Background: an optimization exercise with open tools, aiming at small area. Do not read the settings as production practice.
Function was checked by simulation only, so behaviour that the tests miss may differ from the original.
Power and IR drop assume default switching activity.

`design/flow/design.v`:
```
module t1c_riscv_cpu(
    input clk,
    input rst,
    output [31:0] imem_addr,
    input  [31:0] imem_rdata,
    output [31:0] dmem_addr,
    output [31:0] dmem_wdata,
    output [3:0]  dmem_wstrb,
    output        dmem_re,
    input  [31:0] dmem_rdata,
    output        wb_we,
    output [4:0]  wb_rd,
    output [31:0] wb_data
);
    localparam [3:0] C_NONE  = 4'd0,
                     C_LOAD  = 4'd1,
                     C_STORE = 4'd2,
                     C_BR    = 4'd3,
                     C_R     = 4'd4,
                     C_I     = 4'd5,
                     C_LUI   = 4'd6,
                     C_AUIPC = 4'd7,
                     C_JAL   = 4'd8,
                     C_JALR  = 4'd9,
                     C_CSR   = 4'd10;
    reg  [31:1] pc;
    wire        take;             
    wire [31:1] target;
    assign imem_addr = {pc, 1'b0};
    always @(posedge clk or posedge rst)
        if (rst) pc <= 31'd0;
        else     pc <= take ? target : pc + 31'd2;
    reg [3:0] fclass;
    always @(*) begin
        case (imem_rdata[6:0])
            7'b0000011: fclass = C_LOAD;
            7'b0100011: fclass = C_STORE;
            7'b1100011: fclass = C_BR;
            7'b0110011: fclass = C_R;
            7'b0010011: fclass = C_I;
            7'b0110111: fclass = C_LUI;
            7'b0010111: fclass = C_AUIPC;
            7'b1101111: fclass = C_JAL;
            7'b1100111: fclass = C_JALR;
            7'b1110011: fclass = C_CSR;
            default:    fclass = C_NONE;
        endcase
    end
    reg [3:0]  dclass;
    reg [31:7] dinstr;
    always @(posedge clk or posedge rst)
        if (rst)       dclass <= C_NONE;
        else if (take) dclass <= C_NONE;
        else           dclass <= fclass;
    always @(posedge clk) dinstr <= imem_rdata[31:7];
    reg [3:0]  eclass;
    reg [31:7] ei;
    always @(posedge clk or posedge rst)
        if (rst)       eclass <= C_NONE;
        else if (take) eclass <= C_NONE;
        else           eclass <= dclass;
    always @(posedge clk) ei <= dinstr;
    wire e_load  = eclass == C_LOAD;
    wire e_store = eclass == C_STORE;
    wire e_br    = eclass == C_BR;
    wire e_r     = eclass == C_R;
    wire e_i     = eclass == C_I;
    wire e_lui   = eclass == C_LUI;
    wire e_auipc = eclass == C_AUIPC;
    wire e_jal   = eclass == C_JAL;
    wire e_jalr  = eclass == C_JALR;
    wire e_csr   = eclass == C_CSR;
    wire [4:0] e_rd  = ei[11:7];
    wire [2:0] e_f3  = ei[14:12];
    wire [4:0] e_rs1 = ei[19:15];
    wire [4:0] e_rs2 = ei[24:20];
    wire e_wr = (e_load | e_r | e_i | e_lui | e_auipc | e_jal | e_jalr | e_csr) & (e_rd != 5'd0);
    reg  [31:0] m_res, m_wd;
    reg  [4:0]  m_rd;
    reg  [2:0]  m_f3;
    reg         m_wr, m_ld, m_st;
    reg  [31:0] w_res;
    reg  [4:0]  w_rd;
    reg         w_wr;
    wire fa_m = m_wr & (m_rd == e_rs1);
    wire fa_w = w_wr & (w_rd == e_rs1);
    wire fb_m = m_wr & (m_rd == e_rs2);
    wire fb_w = w_wr & (w_rd == e_rs2);
    wire [31:0] ra [0:31];
    wire [31:0] rb [0:31];
    assign ra[0] = ({32{fa_m}} & m_res) | ({32{~fa_m & fa_w}} & w_res);
    assign rb[0] = ({32{fb_m}} & m_res) | ({32{~fb_m & fb_w}} & w_res);
    genvar g;
    generate
        for (g = 1; g < 32; g = g + 1) begin : rf
            reg [31:0] q;
            always @(posedge clk)
                if (w_wr & (w_rd == g)) q <= w_res;
            assign ra[g] = ra[g-1] | ({32{~fa_m & ~fa_w & (e_rs1 == g)}} & q);
            assign rb[g] = rb[g-1] | ({32{~fb_m & ~fb_w & (e_rs2 == g)}} & q);
        end
    endgenerate
    wire [31:0] srca = ra[31];
    wire [31:0] srcb = rb[31];
    wire [31:0] imm_i = {{21{ei[31]}}, ei[30:20]};
    wire [31:0] imm_s = {{21{ei[31]}}, ei[30:25], ei[11:7]};
    wire [31:0] imm_b = {{20{ei[31]}}, ei[7], ei[30:25], ei[11:8], 1'b0};
    wire [31:0] imm_j = {{12{ei[31]}}, ei[19:12], ei[20], ei[30:21], 1'b0};
    wire [31:0] imm_u = {ei[31:12], 12'b0};
    wire [31:0] alu_imm = e_store ? imm_s : imm_i;
    wire [31:0] opb     = (e_r | e_br) ? srcb : alu_imm;
    wire        is_sub = e_br | ((e_r | e_i) & ((e_f3 == 3'b000 & e_r & ei[30]) | (e_f3[2:1] == 2'b01)));
    wire [32:0] sum    = {1'b0, srca} + {1'b0, opb ^ {32{is_sub}}} + {32'd0, is_sub};
    wire        ltu    = ~sum[32];
    wire        lts    = (srca[31] ^ opb[31]) ? srca[31] : sum[31];
    wire        eq     = (srca == opb);
    wire        sh_left = ~e_f3[2];
    reg  [31:0] sh_in, sh_rev;
    integer j;
    always @(*)
        for (j = 0; j < 32; j = j + 1)
            sh_in[j] = sh_left ? srca[31-j] : srca[j];
    wire        sh_fill = ei[30] & srca[31] & ~sh_left;
    wire [31:0] sh_out  = $signed({sh_fill, sh_in}) >>> opb[4:0];
    always @(*)
        for (j = 0; j < 32; j = j + 1)
            sh_rev[j] = sh_left ? sh_out[31-j] : sh_out[j];
    reg [31:0] alu;
    always @(*) begin
        if (e_r | e_i)
            case (e_f3)
                3'b000:  alu = sum[31:0];
                3'b001:  alu = sh_rev;
                3'b010:  alu = {31'd0, lts};
                3'b011:  alu = {31'd0, ltu};
                3'b100:  alu = srca ^ opb;
                3'b101:  alu = sh_rev;
                3'b110:  alu = srca | opb;
                default: alu = srca & opb;
            endcase
        else
            alu = sum[31:0];
    end
    reg cond;
    always @(*)
        case (e_f3)
            3'b000:  cond = eq;
            3'b001:  cond = ~eq;
            3'b100:  cond = lts;
            3'b101:  cond = ~lts;
            3'b110:  cond = ltu;
            3'b111:  cond = ~ltu;
            default: cond = 1'b0;
        endcase
    assign take = e_jal | e_jalr | (e_br & cond);
    wire [31:1] pc_e  = {pc[31:3] - 29'd1, pc[2:1]};
    wire [31:1] pc_e4 = {pc[31:2] - 30'd1, pc[1]};
    wire [31:0] tgt_imm = e_br ? imm_b : e_jal ? imm_j : imm_u;
    wire [31:0] tgt     = ({32{~e_lui}} & {pc_e, 1'b0}) + tgt_imm;
    assign target = e_jalr ? sum[31:1] : tgt[31:1];
    wire [11:0] csr_addr = ei[31:20];
    reg  [19:0] csr_sel;
    always @(*) begin
        csr_sel = 20'd0;
        case (csr_addr)
            12'h7E0: csr_sel[0]  = 1'b1;
            12'h7E1: csr_sel[1]  = 1'b1;
            12'h7E2: csr_sel[2]  = 1'b1;
            12'h7E3: csr_sel[3]  = 1'b1;
            12'h7E4: csr_sel[4]  = 1'b1;
            12'h7F0: csr_sel[5]  = 1'b1;
            12'h7F1: csr_sel[6]  = 1'b1;
            12'h7F2: csr_sel[7]  = 1'b1;
            12'h7F3: csr_sel[8]  = 1'b1;
            12'h7F4: csr_sel[9]  = 1'b1;
            12'h800: csr_sel[10] = 1'b1;
            12'h801: csr_sel[11] = 1'b1;
            12'h802: csr_sel[12] = 1'b1;
            12'h803: csr_sel[13] = 1'b1;
            12'h804: csr_sel[14] = 1'b1;
            12'h900: csr_sel[15] = 1'b1;
            12'h901: csr_sel[16] = 1'b1;
            12'h902: csr_sel[17] = 1'b1;
            12'h903: csr_sel[18] = 1'b1;
            12'h904: csr_sel[19] = 1'b1;
            default: ;
        endcase
    end
    reg  [19:0] csr_v;
    wire [31:0] cr [0:20];
    assign cr[0] = 32'd0;
    wire [31:0] csr_old = cr[20];
    reg  [31:0] csr_new;
    generate
        for (g = 0; g < 20; g = g + 1) begin : csrs
            reg [31:0] q;
            always @(posedge clk)
                if (e_csr & csr_sel[g]) q <= csr_new;
            assign cr[g+1] = cr[g] | ({32{csr_sel[g] & csr_v[g]}} & q);
        end
    endgenerate
    wire [31:0] csr_op = e_f3[2] ? {27'd0, e_rs1} : srca;
    always @(*)
        case (e_f3[1:0])
            2'b01:   csr_new = csr_op;
            2'b10:   csr_new = csr_old | csr_op;
            2'b11:   csr_new = csr_old & ~csr_op;
            default: csr_new = csr_old;
        endcase
    always @(posedge clk or posedge rst)
        if (rst)        csr_v <= 20'd0;
        else if (e_csr) csr_v <= csr_v | csr_sel;
    wire [31:0] e_res = (e_lui | e_auipc) ? tgt :
                        (e_jal | e_jalr)  ? {pc_e4, 1'b0} :
                        e_csr             ? csr_old : alu;
    always @(posedge clk or posedge rst)
        if (rst) begin
            m_wr <= 1'b0;
            m_ld <= 1'b0;
            m_st <= 1'b0;
        end else begin
            m_wr <= e_wr;
            m_ld <= e_load;
            m_st <= e_store;
        end
    always @(posedge clk) begin
        m_res <= e_res;
        m_wd  <= srcb;
        m_rd  <= e_rd;
        m_f3  <= e_f3;
    end
    assign dmem_addr = m_res;
    assign dmem_re   = m_ld;
    wire [1:0] ma = m_res[1:0];
    reg  [3:0] wstrb;
    always @(*) begin
        wstrb = 4'b0000;
        if (m_st)
            case (m_f3)
                3'b000:  wstrb = 4'b0001 << ma;
                3'b001:  wstrb = (ma == 2'b00) ? 4'b0011 : (ma == 2'b10) ? 4'b1100 : 4'b0000;
                3'b010:  wstrb = 4'b1111;
                default: wstrb = 4'b0000;
            endcase
    end
    assign dmem_wstrb = wstrb;
    assign dmem_wdata[7:0]   = m_wd[7:0];
    assign dmem_wdata[15:8]  = (m_f3[1:0] == 2'b00) ? m_wd[7:0] : m_wd[15:8];
    assign dmem_wdata[23:16] = m_f3[1] ? m_wd[23:16] : m_wd[7:0];
    assign dmem_wdata[31:24] = m_f3[1] ? m_wd[31:24] : m_f3[0] ? m_wd[15:8] : m_wd[7:0];
    reg [31:0] ld;
    reg [7:0]  lb;
    reg [15:0] lh;
    always @(*) begin
        case (ma)
            2'b00: lb = dmem_rdata[7:0];
            2'b01: lb = dmem_rdata[15:8];
            2'b10: lb = dmem_rdata[23:16];
            default: lb = dmem_rdata[31:24];
        endcase
        lh = ma[1] ? dmem_rdata[31:16] : dmem_rdata[15:0];
        case (m_f3)
            3'b000:  ld = {{24{lb[7]}}, lb};
            3'b100:  ld = {24'd0, lb};
            3'b010:  ld = dmem_rdata;
            3'b001:  ld = ma[0] ? 32'd0 : {{16{lh[15]}}, lh};
            3'b101:  ld = ma[0] ? 32'd0 : {16'd0, lh};
            default: ld = 32'd0;
        endcase
    end
    always @(posedge clk or posedge rst)
        if (rst) w_wr <= 1'b0;
        else     w_wr <= m_wr;
    always @(posedge clk) begin
        w_res <= m_ld ? ld : m_res;
        w_rd  <= m_rd;
    end
    assign wb_we   = w_wr;
    assign wb_rd   = w_rd;
    assign wb_data = w_res;
endmodule
```
`design/flow/run.sh`:
```
#!/bin/bash
# synth_recipe.tcl (not shown) runs the flow's synth.tcl, then flattens the netlist and writes it again
# the make line also repeats each setting of config.mk as NAME=value (left out here)
make -C /OpenROAD-flow-scripts/flow DESIGN_CONFIG=/design/flow/config.mk WORK_HOME=/design/flow/orfs CLKGATE_MAP_FILE= SYNTH_SCRIPT=/design/flow/synth_recipe.tcl finish
```
`design/flow/config.mk`:
```
export PLATFORM = sky130hd
export DESIGN_NAME = t1c_riscv_cpu
export DESIGN_NICKNAME = t1c_riscv_cpu
export VERILOG_FILES = /design/flow/design.v
export SDC_FILE = /design/flow/constraint.sdc
export NUM_CORES = 4
export LEC_CHECK = 0
export CAP_MARGIN = 20
export CORE_MARGIN = 2
export CORE_UTILIZATION = 40
export SLEW_MARGIN = 20
```
`design/flow/constraint.sdc`:
```
create_clock -name core_clock -period 10.0 [get_ports {clk}]
set_input_delay 2.0000 -clock core_clock [delete_from_list [all_inputs] [get_ports {clk}]]
set_output_delay 2.0000 -clock core_clock [all_outputs]
set_load 0.01 [all_outputs]
```
==> run summary <==
power by group through the flow:
stage          logic [mW]  registers [mW]  clock network, mW
3_5_place_dp         4.74            9.80                  0
6_report             5.04            9.68               7.77
2_1_floorplan        1.95            9.89                  0
5_1_grt              5.10            9.67               8.07
4_1_cts              4.76            9.64               7.78
3_3_place_gp         4.75            9.80                  0
flip-flops by register name, indices dropped and copies added (netlist names):
register,cells
eclass,4
dinstr,25
w_rd,5
rf.q,992
m_f3,3
w_res,32
m_ld,1
ei,25
dclass,4
m_wd,32
w_wr,1
csr_v,20
csrs.q,640
m_res,32
m_st,1
m_rd,5
pc,31
m_wr,1
cell usage after synthesis (27+ instances only):
master	count	share of area (%)
clkbuf_1	369	1.6
a221oi_1	249	2.5
nand2b_1	39	0.27
inv_1	129	0.54
buf_1	43	0.18
and2_1	35	0.25
nand4_1	127	0.89
nor4_1	76	0.53
nand3_1	198	1.1
o211ai_1	40	0.34
dfrtp_1	63	1.8
xnor2_1	107	1.1
a21oi_1	286	1.6
a31oi_1	35	0.25
a21o_1	54	0.46
mux2_2	74	0.94
mux2i_1	265	3.0
o22ai_1	98	0.69
a211oi_1	75	0.63
and3_1	72	0.51
edfxtp_1	1632	55
nor3_1	112	0.63
nand2_1	380	1.6
buf_4	41	0.35
or2_2	41	0.29
nor2_1	518	2.2
a22oi_1	472	4.0
xor2_1	79	0.78
ha_1	130	1.8
a32oi_1	31	0.31
nor2b_1	46	0.32
dfxtp_1	159	3.6
o21ai_0	196	1.1
mux4_2	31	0.78
a22o_1	218	2.1
a222oi_1	64	0.72
buf_2	76	0.43
or4_1	27	0.23
worst reg2reg max path, delay by kind of cell (launching register included):
kind | cells | cell delay (ps)
flip-flops | 1 | 520
adder cells (fa/ha/maj) | 1 | 410
AO/OA/AOI/OAI | 11 | 2610
buffers and inverters | 4 | 1080
AND/OR/NAND/NOR | 12 | 3770
XOR/XNOR | 2 | 240
final cells by class:
cell class	count	area, um2
fill	19700	118000
sequential	1854	53800
tap	2975	3720
clock inverter	133	1660
clock buffer	233	5180
multi-input combinational	4598	33300
inverter	135	508
timing repair buffer	674	5730
antenna	70	175
routing by layer:
| metal | wire length [um] | up-vias | GRT usage, % |
|---|---|---|---|
| met2 | 200000 | 8181 | 58.5 |
| met5 | 555 | - | 0.768 |
| met1 | 195000 | 40200 | 58.4 |
| li1 | - | 29200 | - |
| met4 | 42900 | 48 | 29.1 |
| met3 | 87300 | 2100 | 22.6 |
worst paths after layout:
path / from / endpoint / slack, ps / cells after the start
worst min register to register: dinstr[30] / ei[30] / 330 / 0
min in group asynchronous: rst / eclass[3] / 1740 / 3
max in group asynchronous: rst / pc[3] / 7540 / 3
worst max register to register: w_rd[4] / pc[11] / 1290 / 30
worst max-delay path: w_rd[4] / pc[11] / 1290 / 30
worst min-delay path: dinstr[30] / ei[30] / 330 / 0
stage by stage:
stage	hold slack, ps	worst slack (ps)
floorplan	310	2810
global placement	310	1630
detailed placement	312	1670
CTS	325	1670
global route	330	1250
finish	325	1290
logic make-up (layout without fill, tap and decap cells):
family | after synthesis | after routing | synth area share, %
AOI/OAI and AO/OA | 2092 | 2092 | 17.5
xor gates and xnor gates | 186 | 186 | 1.83
adders and majority gates | 132 | 132 | 1.87
buffers and inverters | 691 | 1175 | 3.44
DFF | 1854 | 1854 | 60.4
muxes | 372 | 372 | 4.73
other | 1 | 71 | 0.00421
and+or+nand+nor | 1815 | 1815 | 10.2
==> impl_results.md <==
- Status: timing/DRC/antenna clean
- DRC: 0
- Int Power: ~15 mW
- Routed wire length: about 530 mm
- Share of layout cells above drive strength 1: around 16%
- Row count: approximately 170
- Syn-to-layout area delta: 16.9%
- Clock tree from TritonCTS: done
- Crit Path Max Fanout: 20
- Hold WC Path Type: flop to flop
- First-pass GRT wire length: just under 700 mm
- H-tree lvl count: 4
- VDD IR-drop max: approximately 180 uV
- Synth unique cells: 112
- Synthesized instance count: 7,143
- DR vias/cell: ~7.5
- Die H: ~480 um
- Mapped Area: approximately 90,000 um2
- Sequential share of power: between 40% and 50%
- Routed len/inst: between 40 and 50 um
- Final critical-path required period: between 8000 and 9000 ps
- Final net count: approximately 7,700
- Sw Ratio: between 30 and 40%
- Final setup fails: 0
- Worst Path Required: around 11,000 ps
- Slew Viols, Final: 0
- Sink Count: ~1,900
- Syn nets: 7,341
- Die width: between 400 and 500 um
- # hold bufs at CTS: 0
- Slew headroom: under 10%
- Clock transition at path regs: about 60 ps
- DR pass1 iterations: 13
- Worst-Margin Slew: between 1000 and 1500 ps
- Clock buffer depth: 3
- Vias in the first global route: 71,000
- Most frequent CP cell: nor2_1
- Core Area: around 220,000 um2
- Post_cts resized: 0
- Detailed-route via count: around 80,000
- Switch Pwr: about 7.4 mW
- Period utilization: between 80% and 90%
- Asr flop ratio synth: approximately 3.4%
- IO Port Bufs: about 200
- Worst path slowest cell: nor2_4
- Setup Buffers After CTS: 0
- Post-synth top flop: edfxtp_1
- Dpl hpwl: approximately 350 mm
- #FFs+latches synth: approximately 1,900
- Logic pwr share: between 20 and 25%
- Die Area: between 200,000 and 250,000 um2
- Setup TNS: 0 ps
- Leak Pwr: between 30 and 40 nW
- Initial antenna violation count: 72
- Cell total after placement: about 10,000
- CP top delay family: simple AND/OR/NAND/NOR gates
- Fmax: approximately 0.11 GHz
- Initial Util: 40.2%
- PD cells: about 220 nW/um2
- Util after Layout: 47.0%
- GR Util All Layers: between 40 and 50%
- Commonest non-fill, non-tap cell in the layout: edfxtp_1
- Worst setup EP type: flop
- Critical path arrival: 9460 ps
- Ports: around 200
- Fin cells: around 11,000
- Global placer's final weighted congestion: about 1.1
- TritonCTS Buffers: 196
- Register area share after synthesis: 60.4%
- Final hold viol count: 0
- Total congestion overflow: 0
- Final instance area: around 100,000 um2
- Crit-path max cell delay: ~1100 ps
- Post-synth EDFFs: around 1,600
- Total chip power: around 22 mW
- Worst Path Class, Setup: flop to flop
- Largest net degree at the start of global routing: between 60 and 70
- RSZ-0062 raised after global routing: false
- Buf+Inv Stages, Crit Path: 4
- Clock share of power: 34.6%
- Max Clock Skew: about 120 ps
- Worst-Skew Late Latency: ~950 ps
- Syn avg cell area: between 10 and 15 um2
- Warnings from Yosys: 1
- Antenna Nets Post-Route: 0
- Initial DRC count: roughly 17,000
- Max_cap viols: 0
- Most used cells in the layout excluding fill and tap cells: edfxtp_1 (1,632), a22oi_1 (472), buf_4 (456)
- Clock root buffer: clkbuf_16
- Dpl cell area: 97,000 um2
- Startpoint types: flop

what the ideal ports hide:
In the flow no input, the clock included, has a driving cell. The finished layout below was timed again as built, in two steps. Step 1 sets driving cells, clkbuf_16 on the clock port and buf_2 on the other inputs (assumed; they add their load-dependent delay and slew). Step 2 times the ports against the registers' clock, not the clock port: input delays grow and output delays shrink by t, the midpoint of the rising clock arrivals with the driver on. Slacks: ideal ports / drivers / drivers and shift; pairs: ideal ports / drivers.
shift t [ns]: 0.980
slack for setup (ns): 1.285 / 1.285 / 1.285
worst setup path after step 2: register to register
pins driven straight from the clock port: 1
After both steps setup and hold are still met in this run. The setup slack of this run moves by 0.000 ns with the drivers and by 0.000 ns with both steps.
